Source: an optimization exercise on an open RTL-to-GDS flow (aim: small area). Production flows keep margins and buffers that such runs may drop.
The RTL was checked by simulation tests, not by an equivalence proof against the original design.
Power figures rest on the tool's default switching activity, not on a simulated workload.

$ cat design.v
module morze2 (input clock, input reset, input [10:0] data, output reg buzz);
reg pendn;
reg [1:0] pa;    
reg [1:0] pb;    
reg [4:0] div;   
reg [9:0] cnt;   
reg [3:0] state;
wire [1:0] pa_d, pb_d;
wire [4:0] div_d;
wire [9:0] cnt_d;
wire [3:0] state_d;
wire buzz_d;
nxt u_nxt(.data(data), .pendn(pendn), .pa(pa), .pb(pb), .div(div), .cnt(cnt), .state(state), .buzz(buzz),
  .pa_d(pa_d), .pb_d(pb_d), .div_d(div_d), .cnt_d(cnt_d), .state_d(state_d), .buzz_d(buzz_d));
always @(posedge clock or negedge reset)
  if (!reset) pendn <= 1'b0;
  else pendn <= 1'b1;
always @(posedge clock or negedge reset)
  if (!reset) buzz <= 1'b1;
  else buzz <= buzz_d;
always @(posedge clock) begin
  pa <= pa_d;
  pb <= pb_d;
  div <= div_d;
  cnt <= cnt_d;
  state <= state_d;
end
endmodule
module nxt(input [10:0] data, input pendn, input [1:0] pa, input [1:0] pb, input [4:0] div, input [9:0] cnt,
  input [3:0] state, input buzz, output [1:0] pa_d, output [1:0] pb_d, output [4:0] div_d, output [9:0] cnt_d,
  output [3:0] state_d, output buzz_d);
  wire new_n61, new_n64, new_n65, new_n68, new_n69, new_n70, new_n71,
    new_n72, new_n73, new_n74, new_n75, new_n76, new_n77, new_n78, new_n79,
    new_n80, new_n81, new_n82, new_n83, new_n84, new_n85, new_n86, new_n87,
    new_n88, new_n89, new_n90, new_n91, new_n92, new_n93, new_n94, new_n95,
    new_n96, new_n97, new_n98, new_n99, new_n100, new_n101, new_n102,
    new_n103, new_n104, new_n105, new_n106, new_n107, new_n108, new_n109,
    new_n110, new_n111, new_n112, new_n113, new_n114, new_n115, new_n116,
    new_n117, new_n118, new_n119, new_n120, new_n121, new_n122, new_n123,
    new_n124, new_n125, new_n126, new_n127, new_n128, new_n129, new_n130,
    new_n131, new_n132, new_n133, new_n134, new_n135, new_n136, new_n137,
    new_n138, new_n139, new_n140, new_n141, new_n142, new_n143, new_n144,
    new_n145, new_n146, new_n147, new_n148, new_n149, new_n150, new_n151,
    new_n152, new_n153, new_n154, new_n155, new_n156, new_n157, new_n158,
    new_n159, new_n160, new_n161, new_n162, new_n163, new_n164, new_n165,
    new_n166, new_n167, new_n168, new_n169, new_n170, new_n171, new_n172,
    new_n173, new_n174, new_n175, new_n176, new_n177, new_n178, new_n179,
    new_n180, new_n181, new_n182, new_n183, new_n184, new_n185, new_n186,
    new_n187, new_n188, new_n189, new_n190, new_n191, new_n192, new_n193,
    new_n194, new_n195, new_n196, new_n197, new_n198, new_n199, new_n200,
    new_n202, new_n203, new_n204, new_n205, new_n206, new_n208, new_n209,
    new_n210, new_n212, new_n213, new_n214, new_n215, new_n217, new_n218,
    new_n220, new_n221, new_n222, new_n223, new_n224, new_n225, new_n227,
    new_n228, new_n230, new_n232, new_n233, new_n235, new_n236, new_n238,
    new_n239, new_n241, new_n242, new_n244, new_n245, new_n247, new_n248,
    new_n250, new_n251, new_n253, new_n254, new_n255, new_n256, new_n257,
    new_n258, new_n259, new_n260, new_n261, new_n262, new_n263, new_n265,
    new_n267, new_n268, new_n270, new_n272, new_n273, new_n274;
  g_clkinv_1 g000(.A(pendn), .Y(new_n61));
  g_nor2_1 g001(.A(pa[1]), .B(new_n61), .Y(pa_d[0]));
  g_and2_1 g002(.A(pendn), .B(pa[0]), .X(pa_d[1]));
  g_clkinv_1 g003(.A(pb[0]), .Y(new_n64));
  g_nand2_1 g004(.A(new_n64), .B(pendn), .Y(new_n65));
  g_nor2_1 g005(.A(pb[1]), .B(new_n65), .Y(pb_d[0]));
  g_nor2_1 g006(.A(new_n61), .B(new_n64), .Y(pb_d[1]));
  g_clkinv_1 g007(.A(state[0]), .Y(new_n68));
  g_clkinv_1 g008(.A(state[2]), .Y(new_n69));
  g_nor2_1 g009(.A(state[0]), .B(state[1]), .Y(new_n70));
  g_nor2_1 g010(.A(data[3]), .B(data[9]), .Y(new_n71));
  g_clkinv_1 g011(.A(data[4]), .Y(new_n72));
  g_o21ai_0 g012(.A1(data[7]), .A2(new_n72), .B1(data[1]), .Y(new_n73));
  g_clkinv_1 g013(.A(data[9]), .Y(new_n74));
  g_nor2_1 g014(.A(data[5]), .B(data[7]), .Y(new_n75));
  g_nor2_1 g015(.A(new_n74), .B(new_n75), .Y(new_n76));
  g_clkinv_1 g016(.A(data[3]), .Y(new_n77));
  g_nand2_1 g017(.A(new_n73), .B(new_n77), .Y(new_n78));
  g_o22ai_1 g018(.A1(new_n71), .A2(new_n73), .B1(new_n76), .B2(new_n78), .Y(new_n79));
  g_nor2_1 g019(.A(new_n70), .B(new_n79), .Y(new_n80));
  g_clkinv_1 g020(.A(new_n80), .Y(new_n81));
  g_clkinv_1 g021(.A(data[1]), .Y(new_n82));
  g_clkinv_1 g022(.A(new_n75), .Y(new_n83));
  g_nand2_1 g023(.A(new_n74), .B(data[1]), .Y(new_n84));
  g_nand2_1 g024(.A(new_n83), .B(new_n84), .Y(new_n85));
  g_o21ai_0 g025(.A1(new_n82), .A2(new_n83), .B1(new_n85), .Y(new_n86));
  g_nor2_1 g026(.A(new_n72), .B(new_n74), .Y(new_n87));
  g_nor2_1 g027(.A(data[1]), .B(data[4]), .Y(new_n88));
  g_clkinv_1 g028(.A(new_n88), .Y(new_n89));
  g_nand2_1 g029(.A(new_n89), .B(data[3]), .Y(new_n90));
  g_nand2_1 g030(.A(new_n82), .B(data[9]), .Y(new_n91));
  g_o221a_1 g031(.A1(data[3]), .A2(new_n91), .B1(new_n87), .B2(new_n90), .C1(new_n86), .X(new_n92));
  g_o21ai_0 g032(.A1(new_n92), .A2(new_n81), .B1(new_n69), .Y(new_n93));
  g_nand2_1 g033(.A(new_n83), .B(new_n69), .Y(new_n94));
  g_o21ai_0 g034(.A1(data[2]), .A2(new_n74), .B1(new_n70), .Y(new_n95));
  g_nand3_1 g035(.A(data[1]), .B(data[4]), .C(data[6]), .Y(new_n96));
  g_clkinv_1 g036(.A(state[1]), .Y(new_n97));
  g_nor2_1 g037(.A(new_n68), .B(new_n97), .Y(new_n98));
  g_clkinv_1 g038(.A(new_n98), .Y(new_n99));
  g_clkinv_1 g039(.A(data[2]), .Y(new_n100));
  g_o22ai_1 g040(.A1(new_n100), .A2(new_n96), .B1(data[6]), .B2(new_n89), .Y(new_n101));
  g_a31oi_1 g041(.A1(new_n95), .A2(new_n96), .A3(new_n99), .B1(new_n101), .Y(new_n102));
  g_a221o_1 g042(.A1(new_n80), .A2(new_n94), .B1(new_n92), .B2(state[1]), .C1(new_n102), .X(new_n103));
  g_nand2_1 g043(.A(new_n103), .B(new_n93), .Y(new_n104));
  g_a31oi_1 g044(.A1(new_n82), .A2(new_n72), .A3(state[2]), .B1(new_n92), .Y(new_n105));
  g_o21bai_1 g045(.A1(state[1]), .A2(new_n105), .B1_N(new_n79), .Y(new_n106));
  g_nor2_1 g046(.A(data[3]), .B(new_n96), .Y(new_n107));
  g_xor2_1 g047(.A(new_n68), .B(new_n107), .X(new_n108));
  g_nand2_1 g048(.A(new_n106), .B(new_n108), .Y(new_n109));
  g_nor2_1 g049(.A(new_n100), .B(new_n75), .Y(new_n110));
  g_nor2_1 g050(.A(data[2]), .B(new_n83), .Y(new_n111));
  g_nor2_1 g051(.A(new_n110), .B(new_n111), .Y(new_n112));
  g_o22ai_1 g052(.A1(data[4]), .A2(new_n110), .B1(data[1]), .B2(new_n112), .Y(new_n113));
  g_nand2_1 g053(.A(new_n111), .B(new_n88), .Y(new_n114));
  g_nor2_1 g054(.A(state[1]), .B(state[3]), .Y(new_n115));
  g_nand3_1 g055(.A(new_n113), .B(new_n114), .C(new_n115), .Y(new_n116));
  g_clkinv_1 g056(.A(data[6]), .Y(new_n117));
  g_nand2_1 g057(.A(new_n117), .B(data[3]), .Y(new_n118));
  g_nand2_1 g058(.A(new_n77), .B(data[6]), .Y(new_n119));
  g_and4_1 g059(.A(new_n118), .B(new_n119), .C(data[5]), .D(data[9]), .X(new_n120));
  g_nor2_1 g060(.A(data[5]), .B(new_n119), .Y(new_n121));
  g_o21ai_0 g061(.A1(data[3]), .A2(data[4]), .B1(state[1]), .Y(new_n122));
  g_nor2_1 g062(.A(state[0]), .B(state[2]), .Y(new_n123));
  g_o311ai_0 g063(.A1(new_n120), .A2(new_n121), .A3(new_n122), .B1(new_n123), .C1(new_n116), .Y(new_n124));
  g_and2_1 g064(.A(new_n97), .B(state[3]), .X(new_n125));
  g_o22ai_1 g065(.A1(new_n124), .A2(new_n125), .B1(new_n104), .B2(new_n109), .Y(new_n126));
  g_nor2_1 g066(.A(new_n68), .B(new_n126), .Y(new_n127));
  g_nand2_1 g067(.A(new_n107), .B(state[3]), .Y(new_n128));
  g_nor2_1 g068(.A(new_n74), .B(new_n128), .Y(new_n129));
  g_nor2_1 g069(.A(new_n129), .B(new_n127), .Y(new_n130));
  g_a31oi_1 g070(.A1(new_n104), .A2(new_n114), .A3(new_n124), .B1(new_n126), .Y(new_n131));
  g_nand2_1 g071(.A(new_n84), .B(new_n91), .Y(new_n132));
  g_nor2_1 g072(.A(data[2]), .B(data[3]), .Y(new_n133));
  g_nor2_1 g073(.A(data[4]), .B(new_n133), .Y(new_n134));
  g_xnor2_1 g074(.A(new_n134), .B(new_n132), .Y(new_n135));
  g_clkinv_1 g075(.A(data[5]), .Y(new_n136));
  g_nor2_1 g076(.A(new_n136), .B(new_n117), .Y(new_n137));
  g_clkinv_1 g077(.A(new_n137), .Y(new_n138));
  g_clkinv_1 g078(.A(data[7]), .Y(new_n139));
  g_nand2_1 g079(.A(new_n87), .B(new_n136), .Y(new_n140));
  g_a31oi_1 g080(.A1(new_n140), .A2(new_n84), .A3(new_n89), .B1(new_n139), .Y(new_n141));
  g_a31oi_1 g081(.A1(new_n90), .A2(new_n72), .A3(data[5]), .B1(new_n137), .Y(new_n142));
  g_o311ai_0 g082(.A1(data[5]), .A2(data[6]), .A3(new_n141), .B1(new_n135), .C1(new_n142), .Y(new_n143));
  g_o21ai_0 g083(.A1(new_n135), .A2(new_n138), .B1(new_n143), .Y(new_n144));
  g_nand2_1 g084(.A(new_n72), .B(data[5]), .Y(new_n145));
  g_a31oi_1 g085(.A1(new_n145), .A2(data[1]), .A3(new_n74), .B1(data[2]), .Y(new_n146));
  g_o21ai_0 g086(.A1(data[4]), .A2(new_n82), .B1(new_n133), .Y(new_n147));
  g_o21ai_0 g087(.A1(data[5]), .A2(data[6]), .B1(data[7]), .Y(new_n148));
  g_clkinv_1 g088(.A(data[10]), .Y(new_n149));
  g_nor2_1 g089(.A(data[0]), .B(new_n149), .Y(new_n150));
  g_and3b_1 g090(.A_N(data[8]), .B(new_n150), .C(new_n148), .X(new_n151));
  g_o2111a_1 g091(.A1(new_n77), .A2(new_n146), .B1(new_n147), .C1(new_n151), .D1(new_n144), .X(new_n152));
  g_nand3_1 g092(.A(pa[0]), .B(pa[1]), .C(pb[0]), .Y(new_n153));
  g_clkinv_1 g093(.A(new_n153), .Y(new_n154));
  g_nand2_1 g094(.A(new_n152), .B(new_n154), .Y(new_n155));
  g_clkinv_1 g095(.A(cnt[2]), .Y(new_n156));
  g_clkinv_1 g096(.A(cnt[0]), .Y(new_n157));
  g_nand2_1 g097(.A(new_n133), .B(data[9]), .Y(new_n158));
  g_o21ai_0 g098(.A1(new_n69), .A2(new_n158), .B1(new_n131), .Y(new_n159));
  g_clkinv_1 g099(.A(new_n155), .Y(new_n160));
  g_nand2_1 g100(.A(new_n159), .B(new_n160), .Y(new_n161));
  g_nor2_1 g101(.A(new_n157), .B(new_n161), .Y(new_n162));
  g_nand2_1 g102(.A(new_n162), .B(cnt[1]), .Y(new_n163));
  g_nor2_1 g103(.A(new_n156), .B(new_n163), .Y(new_n164));
  g_nand2_1 g104(.A(new_n164), .B(cnt[3]), .Y(new_n165));
  g_clkinv_1 g105(.A(new_n165), .Y(new_n166));
  g_nand2_1 g106(.A(new_n166), .B(cnt[4]), .Y(new_n167));
  g_clkinv_1 g107(.A(new_n167), .Y(new_n168));
  g_nand2_1 g108(.A(new_n168), .B(cnt[5]), .Y(new_n169));
  g_clkinv_1 g109(.A(new_n169), .Y(new_n170));
  g_nand2_1 g110(.A(new_n170), .B(cnt[6]), .Y(new_n171));
  g_clkinv_1 g111(.A(new_n171), .Y(new_n172));
  g_nand2_1 g112(.A(new_n172), .B(cnt[7]), .Y(new_n173));
  g_clkinv_1 g113(.A(new_n173), .Y(new_n174));
  g_nand2_1 g114(.A(new_n174), .B(cnt[8]), .Y(new_n175));
  g_clkinv_1 g115(.A(new_n175), .Y(new_n176));
  g_nand2_1 g116(.A(new_n176), .B(cnt[9]), .Y(new_n177));
  g_o21ai_0 g117(.A1(new_n131), .A2(new_n155), .B1(new_n177), .Y(new_n178));
  g_clkinv_1 g118(.A(div[4]), .Y(new_n179));
  g_nand2_1 g119(.A(new_n127), .B(div[1]), .Y(new_n180));
  g_clkinv_1 g120(.A(div[2]), .Y(new_n181));
  g_nor2_1 g121(.A(div[0]), .B(new_n181), .Y(new_n182));
  g_and4_1 g122(.A(new_n180), .B(div[3]), .C(new_n179), .D(new_n182), .X(new_n183));
  g_nand2_1 g123(.A(new_n178), .B(new_n183), .Y(new_n184));
  g_clkinv_1 g124(.A(new_n129), .Y(new_n185));
  g_a31oi_1 g125(.A1(data[4]), .A2(data[6]), .A3(state[1]), .B1(data[9]), .Y(new_n186));
  g_nor2_1 g126(.A(new_n186), .B(new_n87), .Y(new_n187));
  g_nor2_1 g127(.A(state[2]), .B(new_n187), .Y(new_n188));
  g_o21ai_0 g128(.A1(new_n106), .A2(new_n188), .B1(new_n160), .Y(new_n189));
  g_a21o_1 g129(.A1(new_n159), .A2(new_n185), .B1(new_n189), .X(new_n190));
  g_a21o_1 g130(.A1(new_n184), .A2(new_n190), .B1(new_n130), .X(new_n191));
  g_and3_1 g131(.A(new_n137), .B(new_n150), .C(data[8]), .X(new_n192));
  g_nor2_1 g132(.A(new_n153), .B(new_n158), .Y(new_n193));
  g_a31oi_1 g133(.A1(new_n141), .A2(new_n192), .A3(new_n193), .B1(new_n61), .Y(new_n194));
  g_clkinv_1 g134(.A(new_n194), .Y(new_n195));
  g_clkinv_1 g135(.A(div[1]), .Y(new_n196));
  g_nor2_1 g136(.A(new_n196), .B(new_n184), .Y(new_n197));
  g_nor2_1 g137(.A(new_n195), .B(new_n197), .Y(new_n198));
  g_nand2_1 g138(.A(new_n198), .B(new_n191), .Y(new_n199));
  g_xnor2_1 g139(.A(div[0]), .B(new_n178), .Y(new_n200));
  g_nor2_1 g140(.A(new_n200), .B(new_n199), .Y(div_d[0]));
  g_clkinv_1 g141(.A(new_n199), .Y(new_n202));
  g_nand2_1 g142(.A(new_n178), .B(div[0]), .Y(new_n203));
  g_nand2_1 g143(.A(new_n203), .B(new_n196), .Y(new_n204));
  g_nor2_1 g144(.A(new_n196), .B(new_n203), .Y(new_n205));
  g_clkinv_1 g145(.A(new_n205), .Y(new_n206));
  g_and3_1 g146(.A(new_n202), .B(new_n204), .C(new_n206), .X(div_d[1]));
  g_nand2_1 g147(.A(new_n206), .B(new_n181), .Y(new_n208));
  g_nor2_1 g148(.A(new_n181), .B(new_n206), .Y(new_n209));
  g_clkinv_1 g149(.A(new_n209), .Y(new_n210));
  g_and3_1 g150(.A(new_n202), .B(new_n210), .C(new_n208), .X(div_d[2]));
  g_clkinv_1 g151(.A(div[3]), .Y(new_n212));
  g_nand2_1 g152(.A(new_n210), .B(new_n212), .Y(new_n213));
  g_nor2_1 g153(.A(new_n212), .B(new_n210), .Y(new_n214));
  g_clkinv_1 g154(.A(new_n214), .Y(new_n215));
  g_and3_1 g155(.A(new_n215), .B(new_n202), .C(new_n213), .X(div_d[3]));
  g_nand2_1 g156(.A(new_n215), .B(new_n179), .Y(new_n217));
  g_nand2_1 g157(.A(new_n214), .B(div[4]), .Y(new_n218));
  g_and3_1 g158(.A(new_n217), .B(new_n202), .C(new_n218), .X(div_d[4]));
  g_nand2_1 g159(.A(new_n161), .B(new_n157), .Y(new_n220));
  g_nand2_1 g160(.A(data[6]), .B(state[2]), .Y(new_n221));
  g_nand2_1 g161(.A(new_n118), .B(new_n221), .Y(new_n222));
  g_nand4_1 g162(.A(new_n222), .B(new_n82), .C(data[5]), .D(new_n98), .Y(new_n223));
  g_nor2_1 g163(.A(new_n223), .B(new_n189), .Y(new_n224));
  g_nor2_1 g164(.A(new_n195), .B(new_n224), .Y(new_n225));
  g_and3b_1 g165(.A_N(new_n162), .B(new_n220), .C(new_n225), .X(cnt_d[0]));
  g_nor2_1 g166(.A(cnt[1]), .B(new_n162), .Y(new_n227));
  g_nand2_1 g167(.A(new_n163), .B(new_n225), .Y(new_n228));
  g_nor2_1 g168(.A(new_n227), .B(new_n228), .Y(cnt_d[1]));
  g_nand2_1 g169(.A(new_n163), .B(new_n156), .Y(new_n230));
  g_and3b_1 g170(.A_N(new_n164), .B(new_n225), .C(new_n230), .X(cnt_d[2]));
  g_nor2_1 g171(.A(cnt[3]), .B(new_n164), .Y(new_n232));
  g_nand2_1 g172(.A(new_n165), .B(new_n225), .Y(new_n233));
  g_nor2_1 g173(.A(new_n232), .B(new_n233), .Y(cnt_d[3]));
  g_nor2_1 g174(.A(cnt[4]), .B(new_n166), .Y(new_n235));
  g_nand2_1 g175(.A(new_n167), .B(new_n225), .Y(new_n236));
  g_nor2_1 g176(.A(new_n235), .B(new_n236), .Y(cnt_d[4]));
  g_nor2_1 g177(.A(cnt[5]), .B(new_n168), .Y(new_n238));
  g_nand2_1 g178(.A(new_n169), .B(new_n225), .Y(new_n239));
  g_nor2_1 g179(.A(new_n238), .B(new_n239), .Y(cnt_d[5]));
  g_nor2_1 g180(.A(cnt[6]), .B(new_n170), .Y(new_n241));
  g_nand2_1 g181(.A(new_n171), .B(new_n225), .Y(new_n242));
  g_nor2_1 g182(.A(new_n241), .B(new_n242), .Y(cnt_d[6]));
  g_nor2_1 g183(.A(cnt[7]), .B(new_n172), .Y(new_n244));
  g_nand2_1 g184(.A(new_n173), .B(new_n225), .Y(new_n245));
  g_nor2_1 g185(.A(new_n244), .B(new_n245), .Y(cnt_d[7]));
  g_nor2_1 g186(.A(cnt[8]), .B(new_n174), .Y(new_n247));
  g_nand2_1 g187(.A(new_n175), .B(new_n225), .Y(new_n248));
  g_nor2_1 g188(.A(new_n247), .B(new_n248), .Y(cnt_d[8]));
  g_nor2_1 g189(.A(cnt[9]), .B(new_n176), .Y(new_n250));
  g_nand2_1 g190(.A(new_n177), .B(new_n225), .Y(new_n251));
  g_nor2_1 g191(.A(new_n250), .B(new_n251), .Y(cnt_d[9]));
  g_nand3_1 g192(.A(new_n104), .B(new_n114), .C(new_n124), .Y(new_n253));
  g_nor2_1 g193(.A(cnt[6]), .B(cnt[7]), .Y(new_n254));
  g_nor2_1 g194(.A(cnt[8]), .B(cnt[9]), .Y(new_n255));
  g_nand3_1 g195(.A(new_n126), .B(new_n254), .C(new_n255), .Y(new_n256));
  g_o22ai_1 g196(.A1(new_n169), .A2(new_n256), .B1(new_n253), .B2(new_n177), .Y(new_n257));
  g_nand2_1 g197(.A(new_n257), .B(state[0]), .Y(new_n258));
  g_a31oi_1 g198(.A1(new_n139), .A2(state[2]), .A3(new_n87), .B1(new_n258), .Y(new_n259));
  g_nand2_1 g199(.A(new_n257), .B(new_n98), .Y(new_n260));
  g_clkinv_1 g200(.A(new_n260), .Y(new_n261));
  g_nor2_1 g201(.A(new_n195), .B(new_n261), .Y(new_n262));
  g_o21ai_0 g202(.A1(state[0]), .A2(new_n257), .B1(new_n262), .Y(new_n263));
  g_nor2_1 g203(.A(new_n259), .B(new_n263), .Y(state_d[0]));
  g_nand2_1 g204(.A(new_n258), .B(new_n97), .Y(new_n265));
  g_and3_1 g205(.A(new_n265), .B(new_n194), .C(new_n260), .X(state_d[1]));
  g_nand2_1 g206(.A(new_n260), .B(new_n69), .Y(new_n267));
  g_nand2_1 g207(.A(new_n261), .B(state[2]), .Y(new_n268));
  g_and3_1 g208(.A(new_n268), .B(new_n194), .C(new_n267), .X(state_d[2]));
  g_or2b_1 g209(.A(new_n257), .B_N(state[3]), .X(new_n270));
  g_a21oi_1 g210(.A1(new_n268), .A2(new_n270), .B1(new_n195), .Y(state_d[3]));
  g_nand2_1 g211(.A(new_n152), .B(new_n128), .Y(new_n272));
  g_nand2_1 g212(.A(new_n272), .B(new_n154), .Y(new_n273));
  g_xnor2_1 g213(.A(buzz), .B(new_n197), .Y(new_n274));
  g_nand4_1 g214(.A(new_n274), .B(pendn), .C(new_n191), .D(new_n273), .Y(buzz_d));
endmodule
module g_a21o_1(input A1, A2, B1, output X);
  assign X = (A1&A2) | (B1);
endmodule
module g_a21oi_1(input A1, A2, B1, output Y);
  assign Y = (~A1&~B1) | (~A2&~B1);
endmodule
module g_a221o_1(input A1, A2, B1, B2, C1, output X);
  assign X = (B1&B2) | (A1&A2) | (C1);
endmodule
module g_a31oi_1(input A1, A2, A3, B1, output Y);
  assign Y = (~A1&~B1) | (~A2&~B1) | (~A3&~B1);
endmodule
module g_and2_1(input A, B, output X);
  assign X = (A&B);
endmodule
module g_and3_1(input A, B, C, output X);
  assign X = (A&B&C);
endmodule
module g_and3b_1(input A_N, B, C, output X);
  assign X = (~A_N&B&C);
endmodule
module g_and4_1(input A, B, C, D, output X);
  assign X = (A&B&C&D);
endmodule
module g_clkinv_1(input A, output Y);
  assign Y = (~A);
endmodule
module g_nand2_1(input A, B, output Y);
  assign Y = (~A) | (~B);
endmodule
module g_nand3_1(input A, B, C, output Y);
  assign Y = (~A) | (~B) | (~C);
endmodule
module g_nand4_1(input A, B, C, D, output Y);
  assign Y = (~A) | (~B) | (~C) | (~D);
endmodule
module g_nor2_1(input A, B, output Y);
  assign Y = (~A&~B);
endmodule
module g_o2111a_1(input A1, A2, B1, C1, D1, output X);
  assign X = (A1&B1&C1&D1) | (A2&B1&C1&D1);
endmodule
module g_o21ai_0(input A1, A2, B1, output Y);
  assign Y = (~A1&~A2) | (~B1);
endmodule
module g_o21bai_1(input A1, A2, B1_N, output Y);
  assign Y = (~A1&~A2) | (B1_N);
endmodule
module g_o221a_1(input A1, A2, B1, B2, C1, output X);
  assign X = (A1&B1&C1) | (A2&B1&C1) | (A1&B2&C1) | (A2&B2&C1);
endmodule
module g_o22ai_1(input A1, A2, B1, B2, output Y);
  assign Y = (~B1&~B2) | (~A1&~A2);
endmodule
module g_o311ai_0(input A1, A2, A3, B1, C1, output Y);
  assign Y = (~A1&~A2&~A3) | (~B1) | (~C1);
endmodule
module g_or2b_1(input A, B_N, output X);
  assign X = (A) | (~B_N);
endmodule
module g_xnor2_1(input A, B, output Y);
  assign Y = (~A&~B) | (A&B);
endmodule
module g_xor2_1(input A, B, output X);
  assign X = (A&~B) | (~A&B);
endmodule
$ cat config.mk
export PLATFORM = sky130hd
export DESIGN_NAME = morze2
export DESIGN_NICKNAME = morze2
export VERILOG_FILES = /design/flow/design.v
export SDC_FILE = /design/flow/constraint.sdc
export NUM_CORES = 4
export LEC_CHECK = 0
export CAP_MARGIN = 20
export CORE_MARGIN = 2
export CORE_UTILIZATION = 40
export GPL_TIMING_DRIVEN = 0
export SLEW_MARGIN = 20
export SYNTH_HIERARCHICAL = 1
export SYNTH_MINIMUM_KEEP_SIZE = 0
$ cat constraint.sdc
create_clock -name core_clock -period 6.0 [get_ports {clock}]
set_input_delay 1.2000 -clock core_clock [delete_from_list [all_inputs] [get_ports {clock}]]
set_output_delay 1.2000 -clock core_clock [all_outputs]
set_load 0.01 [all_outputs]
$ cat standard.sh
#!/bin/bash
# synth_recipe.tcl (not shown) runs the flow's synth.tcl, then flattens the netlist and writes it again
# the make line also repeats each setting of config.mk as NAME=value (left out here)
make -C /OpenROAD-flow-scripts/flow DESIGN_CONFIG=/design/flow/config.mk WORK_HOME=/design/flow/orfs CLKGATE_MAP_FILE= SYNTH_SCRIPT=/design/flow/synth_recipe.tcl "${@:-finish}"
$ cat flow/run.sh
#!/bin/bash
# The standard layout, except that the port buffers are the smallest buffer (buf_1)
# instead of the resizer's default choice. Full make output goes to standard.log;
# ORFS keeps each step's own log under orfs/logs/.
set -euo pipefail
bash standard.sh BUFFER_PORTS_ARGS="-buffer_cell sky130_fd_sc_hd__buf_1" finish > standard.log 2>&1
==> results.json <==
{
  "synth_register_bits": 25,
  "slew_headroom_pct": 55.7,
  "postRouteWirelength_mm": 3.22,
  "synthesis.area_sq_um": 1500,
  "wl_per_cell_microns": 10.5,
  "port_buffers": 13,
  "area_taken_by_multi_input_logic_gates_sq_um": 848,
  "tot_gr_track_use_pct": 17.7,
  "synth.yosys.seq_area_share_pct": 34.1,
  "h-tree-depth": 1,
  "ant_nets": 0,
  "cp-end-kind": "flop",
  "timing_hold_violations_final": 0,
  "critical_path.most_common_cell": "sky130_fd_sc_hd__nand2_1",
  "number_of_max_cap_violations": 0,
  "pin_count_of_the_biggest_net_entering_global_routing": 16,
  "synth_cells": 241,
  "grt_antenna_before_repair": 0,
  "drtPass1Iterations": 4,
  "crit_path_max_incr_delay_ns": 0.25,
  "area.sequential_sq_um": 512,
  "crit_family": "simple AND/OR/NAND/NOR gates",
  "crit_buf_inv": 11,
  "critPathRequiredTime_ns": 6.16,
  "clk_pin_slew_ns": 0.08,
  "report.final.slew_viol_count": 0,
  "dp_hpwl_mm": 2.55,
  "drtIter0Drc": 55,
  "num_vias": 1494,
  "status": "finished clean",
  "cts_setup_buffers": 0,
  "worst-path-max-fanout": 6,
  "antenna_cells_inserted": 0,
  "power.combinational.fraction_pct": 13.4,
  "max_slew.worst_pin.slew_ns": 0.662,
  "period_minus_slack_ns": 5.29,
  "cts.root.buffer_cell": "sky130_fd_sc_hd__clkbuf_8",
  "area_overhead_of_the_layout_relative_to_synthesis_pct": 11.2,
  "fin_util_pct": 46.0,
  "power_share_of_the_clock_group_pct": 32.2,
  "crit_path_start_kind": "primary input",
  "post_route_cells_drive_above_1_share_pct": 3.88,
  "synth_cell_type_count": 26,
  "layout.filler_cells": 419,
  "fmaxAchievable_mhz": 189,
  "power.density_cell_area_nw_per_um2": 186,
  "peakVddDrop_v": 0.000119,
  "report.power.total_mw": 0.311,
  "clock_path_buffers": 2,
  "static_leakage_power_nw": 0.817,
  "dp_worst_setup_slack_ns": 0.319,
  "timing.setup.tns_ns": 0,
  "first_global_vias": 1417,
  "setup_viol": 0,
  "die_area_sq_um": 4260,
  "finalCritPeriodShare_pct": 88.2,
  "fin_hold_ws_ns": 0.377,
  "finish.net_count": 272,
  "placementRows": 22,
  "syn_avg_cell_area_sq_um": 6.23,
  "critical_setup_path_kind": "primary input to flop",
  "data_arrival_time_of_the_worst_path_ns": 5.46,
  "timing.final.ws_setup_ns": 0.706,
  "internal_power_consumption_mw": 0.230,
  "viasPerCell": 4.88,
  "clkSinkCount": 25,
  "sw_frac_of_total_pct": 26.1,
  "fin_worst_skew_ns": 0.00996,
  "timing.hold.worst.class": "flop to flop",
  "floorplan.die.height_microns": 65.3,
  "grt-ovfl-total": 0,
  "floorplan.initialDensity_pct": 41.3,
  "grt_setup_unrepaired": "false",
  "wire_length_of_the_first_global_routing_pass_mm": 5.98,
  "tritoncts": "yes",
  "detail_route.drc_violations": 0,
  "synth.net_count": 254,
  "core_region_area_sq_um": 3630,
  "boundaryPins": 14,
  "cp_slowest_cell": "sky130_fd_sc_hd__o221a_1",
  "clk-insertion-delay-late_ns": 0.27,
  "clock_buffers_created_by_tritoncts": 3,
  "total_switching_power_mw": 0.0813,
  "seq_pwr_share_pct": 54.4,
  "yosys_warnings": 7,
  "dieWidth_microns": 65.3,
  "gp_routability_congestion": 0.903
}
area by class of cell:
| type | instances | share of cell area [%] |
|---|---|---|
| multi-input combinational | 176 | 50.8 |
| timing repair buffer | 13 | 3.07 |
| tap | 48 | 3.60 |
| clock inverter | 1 | 0.449 |
| inverter | 40 | 8.99 |
| clock buffer | 3 | 2.47 |
| sequential | 25 | 30.6 |
worst paths after layout:
path                           from  slack (ns)     end  depth (start not counted)
max reg2reg                state[1]        1.69  div[3]                         35
min reg2reg                   pb[1]        0.38   pb[0]                          1
min                           pb[1]        0.38   pb[0]                          1
max in group asynchronous     reset        5.09    buzz                          1
max                         data[9]        0.71  div[3]                         38
min in group asynchronous     reset        0.70   pendn                          1
per-module statistics from Yosys (local to each module, per instance), excerpt:
module / times used / flops+latches
g_nand3_1: 5 / 0
g_nand2_1: 55 / 0
g_and3b_1: 3 / 0
g_o21bai_1: 1 / 0
g_xnor2_1: 3 / 0
g_a221o_1: 1 / 0
g_xor2_1: 1 / 0
g_o22ai_1: 5 / 0
morze2: 1 / 25
g_o21ai_0: 12 / 0
g_nor2_1: 59 / 0
g_clkinv_1: 40 / 0
g_and2_1: 2 / 0
g_a21oi_1: 1 / 0
g_or2b_1: 1 / 0
g_o2111a_1: 1 / 0
worst register-to-register path, delay by kind of cell, from the launching register on:
family                 cells  cell delay, ns
AOI/OAI and AO/OA          6            0.94
buffers and inverters     11            0.79
DFF                        1            0.46
and+or+nand+nor           18            2.02
Yosys cell counts:
cell type | count | share of area, %
sky130_fd_sc_hd__conb_1 | 1 | 0.25
sky130_fd_sc_hd__o2111a_1 | 1 | 0.75
sky130_fd_sc_hd__a21o_1 | 2 | 1.0
sky130_fd_sc_hd__xor2_1 | 1 | 0.58
sky130_fd_sc_hd__o21ai_1 | 12 | 4.0
sky130_fd_sc_hd__dfxtp_1 | 23 | 31
sky130_fd_sc_hd__o311ai_1 | 2 | 1.2
sky130_fd_sc_hd__nand3_1 | 5 | 1.7
sky130_fd_sc_hd__a21oi_2 | 1 | 0.58
sky130_fd_sc_hd__inv_1 | 40 | 10
sky130_fd_sc_hd__o21bai_1 | 1 | 0.50
sky130_fd_sc_hd__nand2b_1 | 1 | 0.42
sky130_fd_sc_hd__a221o_1 | 1 | 0.67
sky130_fd_sc_hd__nor2_1 | 59 | 15
sky130_fd_sc_hd__o22ai_1 | 5 | 2.1
sky130_fd_sc_hd__a31oi_1 | 9 | 3.7
sky130_fd_sc_hd__and2_1 | 2 | 0.83
sky130_fd_sc_hd__nand2_1 | 55 | 14
sky130_fd_sc_hd__and4_1 | 2 | 1.2
sky130_fd_sc_hd__and3b_1 | 3 | 1.8
sky130_fd_sc_hd__dfrtp_1 | 1 | 1.7
sky130_fd_sc_hd__xnor2_1 | 3 | 1.8
sky130_fd_sc_hd__nand4_1 | 2 | 0.83
sky130_fd_sc_hd__o221a_1 | 1 | 0.75
sky130_fd_sc_hd__and3_1 | 7 | 2.9
sky130_fd_sc_hd__dfstp_2 | 1 | 1.8
power groups by stage:
stage          clock network, mW  registers [mW]  logic (mW)
6_report                   0.100           0.169      0.0416
5_1_grt                    0.112           0.170      0.0473
4_1_cts                    0.105           0.169      0.0401
3_5_place_dp                   0           0.173      0.0397
3_3_place_gp                   0           0.173      0.0401
2_1_floorplan                  0           0.173      0.0268
logic make-up after synthesis:
family / Yosys count / synth area share, %
buffers and inverters: 40 / 10.0
other: 1 / 0.250
AND/OR/NAND/NOR: 136 / 38.1
AO/OA/AOI/OAI: 35 / 15.3
XOR/XNOR: 4 / 2.33
flip-flops: 25 / 34.1
per-layer routing:
| layer | vias to the layer above | global-route usage, % | wire length (microns) |
|---|---|---|---|
| met1 | 668 | 23.4 | 1640 |
| li1 | 803 | - | - |
| met3 | 2 | 3.08 | 133 |
| met5 | - | 0 | 0 |
| met2 | 21 | 28.7 | 1420 |
| met4 | 0 | 6.77 | 25 |
flip-flops by register name (all words and copies together) (netlist names):
register	count
pendn	1
cnt	10
pa	2
pb	2
state	4
buzz	1
div	5
metrics by stage:
step | std cells | cell area (sq um)
5_1_grt | 306 | 1670
6_report | 306 | 1670
4_1_cts | 306 | 1660
3_5_place_dp | 302 | 1610
3_3_place_gp | 302 | 1610
2_1_floorplan | 241 | 1500
layout by cell type (no fill, tap or decap), drive strengths merged, types with 2 or more instances in the layout:
master,synthesis,routed
nor2,59,59
nand2,55,55
inv,40,40
dfxtp,23,23
o21ai,12,12
buf,0,11
a31oi,9,9
and3,7,7
nand3,5,5
o22ai,5,5
clkbuf,0,5
xnor2,3,3
and3b,3,3
and2,2,2
and4,2,2
o311ai,2,2
a21o,2,2
nand4,2,2
what timing repair did:
| action | in CTS | in global routing |
|---|---|---|
| endpoints found under the hold margin | 0 | 0 |
| endpoints found under the setup margin | 0 | 2 |
| resized for setup | 0 | 4 |
| hold buffers | 0 | 0 |

## static timing again, ports no longer ideal
The results above use ideal ports. As a check the final layout listed here was re-extracted and re-timed, cells and wires unchanged.
Step 1 sets driving cells, clkbuf_16 on the clock port and buf_2 on the other inputs (assumed; they add their load-dependent delay and slew).
Step 2 times the ports against the registers' clock, not the clock port: input delays grow and output delays shrink by t, the midpoint of the rising clock arrivals with the driver on.
Slacks: ideal / step 1 / step 2; pairs: ideal / step 1.
shift t [ns]: 0.292
setup WS [ns]: 0.706 / 0.711 / 0.419
worst hold slack (ns): 0.377 / 0.377 / 0.377
After both steps this run still meets setup and hold. The setup slack of this run moves by +0.005 ns with the drivers and by -0.287 ns with both steps.
